From an optimization exercise on the open Yosys and OpenROAD flow, aimed at small area; shortcuts taken in it are not production practice.
Where RTL was checked, it was by simulation tests only, not by an equivalence proof against the original.

==> flow/design.v (excerpt) <==
module mac(clk, a, b, c, op, z);
  input         clk;
  input  [31:0] a;
  input  [31:0] b;
  input  [31:0] c;
  input         op;
  output [31:0] z;
  function [4:0] lzc24;
    input [23:0] x;
    integer i;
    begin
      lzc24 = 5'd24;
      for (i = 0; i < 24; i = i + 1)
        if (x[i]) lzc24 = 5'd23 - i[4:0];
    end
  endfunction
  function [4:0] tzc24;
    input [23:0] x;
    integer i;
    begin
      tzc24 = 5'd24;
      for (i = 23; i >= 0; i = i - 1)
        if (x[i]) tzc24 = i[4:0];
    end
  endfunction
  function [5:0] rip6;
    input [5:0] x, y;
    input ci;
    integer i;
    reg k;
    begin
      k = ci;
      for (i = 0; i < 6; i = i + 1) begin
        rip6[i] = x[i] ^ y[i] ^ k;
        k = (x[i] & y[i]) | (k & (x[i] ^ y[i]));
      end
    end
  endfunction
  function [7:0] rip8;
    input [7:0] x, y;
    input ci;
    integer i;
    reg k;
    begin
      k = ci;
      for (i = 0; i < 8; i = i + 1) begin
        rip8[i] = x[i] ^ y[i] ^ k;
        k = (x[i] & y[i]) | (k & (x[i] ^ y[i]));
      end
    end
  endfunction
  function [9:0] rip10;
    input [9:0] x, y;
    input ci;
    integer i;
    reg k;
    begin
      k = ci;
      for (i = 0; i < 10; i = i + 1) begin
        rip10[i] = x[i] ^ y[i] ^ k;
        k = (x[i] & y[i]) | (k & (x[i] ^ y[i]));
      end
    end
  endfunction
  function [30:0] inc31;
    input [30:0] x;
    input ci;
    integer i;
    reg k;
    begin
      k = ci;
      for (i = 0; i < 31; i = i + 1) begin
        inc31[i] = x[i] ^ k;
        k = x[i] & k;
      end
    end
  endfunction
  function [30:0] inc31b;
    input [30:0] x;
    input ci;
    integer i;
    reg k;
    reg [3:0] cb;
    begin
      cb[0] = ci;
      cb[1] = cb[0] & (&x[7:0]);
      cb[2] = cb[1] & (&x[15:8]);
      cb[3] = cb[2] & (&x[23:16]);
  ...
Size in the first run: ~5,000 cells after synthesis, ~580 flip-flops, roughly 130 I/O pins, about 41,000 um^2 of cells after synthesis.
clock: 13.0 ns
lec_check: 0
abc_area: 1
cap_margin: 20
core_margin: 2
core_utilization: 40
cts_buf_list: sky130_fd_sc_hd__clkbuf_8
cts_cluster_size: 30
slew_margin: 20
synth_hierarchical: 1
synth_minimum_keep_size: 0
run.sh (not shown) runs the stock make flow with config.mk's settings and CLKGATE_MAP_FILE= SYNTH_SCRIPT=/design/flow/synth_recipe.tcl, a recipe that flattens the netlist after the stock synthesis.
Next try:
--- a/flow/design.v
+++ b/flow/design.v
@@ -1705,20 +1705,60 @@
       cb[1] = cb[0] & (&x[7:0]);
       cb[2] = cb[1] & (&x[15:8]);
       cb[3] = cb[2] & (&x[23:16]);
       for (i = 0; i < 31; i = i + 1) begin
         if (i % 8 == 0) k = cb[i / 8];
         inc31b[i] = x[i] ^ k;
         k = x[i] & k;
       end
     end
   endfunction
+  function [27:0] bk28;
+    input [27:0] x, y;
+    input ci;
+    reg [27:0] gg, pp, hp;
+    integer k, dd;
+    begin
+      gg = x & y;
+      pp = x ^ y;
+      hp = pp;
+      gg[0] = gg[0] | (pp[0] & ci);
+      for (dd = 1; dd < 28; dd = dd * 2)
+        for (k = 2 * dd - 1; k < 28; k = k + 2 * dd) begin
+          gg[k] = gg[k] | (pp[k] & gg[k-dd]);
+          pp[k] = pp[k] & pp[k-dd];
+        end
+      for (dd = 8; dd >= 1; dd = dd / 2)
+        for (k = 3 * dd - 1; k < 28; k = k + 2 * dd) begin
+          gg[k] = gg[k] | (pp[k] & gg[k-dd]);
+          pp[k] = pp[k] & pp[k-dd];
+        end
+      bk28 = hp ^ {gg[26:0], ci};
+    end
+  endfunction
+  function gt33;
+    input [32:0] x, y;
+    reg [63:0] gg, pp;
+    integer k, w;
+    begin
+      gg = 64'd0;
+      pp = {64{1'b1}};
+      gg[32:0] = x & ~y;
+      pp[32:0] = x | ~y;
+      for (w = 32; w >= 1; w = w / 2)
+        for (k = 0; k < w; k = k + 1) begin
+          gg[k] = gg[2*k+1] | (pp[2*k+1] & gg[2*k]);
+          pp[k] = pp[2*k+1] & pp[2*k];
+        end
+      gt33 = gg[0];
+    end
+  endfunction
   reg  [31:0] c1;
   always @(posedge clk)
     c1 <= {~op ^ c[31], c[30:0]};
   wire       ms   = a[31] ^ b[31];
   wire [7:0] ea   = a[30:23];
   wire [7:0] eb   = b[30:23];
   wire       anz  = |ea;
   wire       bnz  = |eb;
   wire       amax = &ea;
   wire       bmax = &eb;
@@ -1777,21 +1817,21 @@
   wire       xmax = &x[30:23];
   wire       ymax = &y[30:23];
   wire       xmz  = ~|x[22:0];
   wire       ymz  = ~|y[22:0];
   wire       xn   = xmax & ~xmz;
   wire       yn   = ymax & ~ymz;
   wire       xi   = xmax & xmz;
   wire       yi   = ymax & ymz;
   wire [32:0] kx = xmax ? {10'b0000000001, x[22:0]} : {x[30:0], 2'b00};
   wire [32:0] ky = ymax ? {10'b0000000001, y[22:0]} : {y[30:0], 2'b00};
-  wire xgt = kx > ky;
+  wire xgt = gt33(kx, ky);
   wire tie = kx == ky;
   wire sdp = tie ? (sx & sy) : (xgt ? sx : sy);
   wire sgn = (xi & yi)  ? sy :
              (xi & ~yn) ? sx :
              (yi & ~xn) ? sy : sdp;
   wire nan = xn | yn | (xi & yi & (sx ^ sy));
   wire inf = xi | yi;
   wire [30:0] bg  = xgt ? x[30:0] : y[30:0];
   wire [30:0] sm  = xgt ? y[30:0] : x[30:0];
   wire        bnz2 = |bg[30:23];
@@ -1802,21 +1842,21 @@
   wire [23:0] msm = {snz2, sm[22:0]};
   wire [7:0]  d   = ebg - esm;
   wire [4:0]  dd  = (d > 8'd31) ? 5'd31 : d[4:0];
   wire [26:0] sx3 = {msm, 3'b000};
   wire [26:0] sa  = sx3 >> dd;
   wire [26:0] lost = sx3 & ~({27{1'b1}} << dd);
   wire        stk = |lost;
   wire [27:0] bgx = {1'b0, mbg, 3'b000};
   wire [27:0] smx = {1'b0, sa[26:1], sa[0] | stk};
   wire        sub = sx ^ sy;
-  wire [27:0] sum = bgx + (smx ^ {28{sub}}) + {27'b0, sub};
+  wire [27:0] sum = bk28(bgx, smx ^ {28{sub}}, sub);
   reg         sg3, nan3, inf3;
   reg  [7:0]  eb3;
   reg  [27:0] sum3;
   always @(posedge clk) begin
     sg3  <= sgn;
     nan3 <= nan;
     inf3 <= inf;
     eb3  <= ebg;
     sum3 <= sum;
   end
=>
- non-clock buffer count came out higher by 11
- hold slack degrades by 3.4 ps
- wire length rose slightly
- final cell count decreases by a few percent
- design area hardly moves
- count of clock-buffer cells in the layout shrinks by 3
- clock skew came out higher by 16 ps
- global-route usage rises by 0.14 points
- via count came out lower slightly
- sequential share of layout area stays flat
Function not checked in the second run of this note: the RTL went through the layout flow alone.

port drivers added, routing unchanged:
How much do the figures lean on ideal ports? The routed layouts below were timed once more, with nothing changed but the port constraints. Step 1 assumes that a clkbuf_16 drives the clock port and a buf_2 every other input. Step 2 adds t to the input delays and takes it off the output delays; t is the mean of the earliest and latest rising clock arrival at the registers after step 1. Input paths then give back, and output paths get back, about the clock's delay inside the block. Three values: ideal ports, drivers, drivers and shift; two values: the first two.
run	t (ns)	setup slack, ns	worst hold slack (ns)	worst setup path after step 2
the first run	0.708	1.462 / 1.472 / 0.765	0.308 / 0.308 / 0.308	input to register
the second run	0.715	1.257 / 1.257 / 0.802	0.305 / 0.305 / 0.305	input to register
After both steps setup and hold are still met in every run listed. For the first run, which loses most, drivers alone change the setup slack by +0.010 ns; drivers and shift together by -0.697 ns.
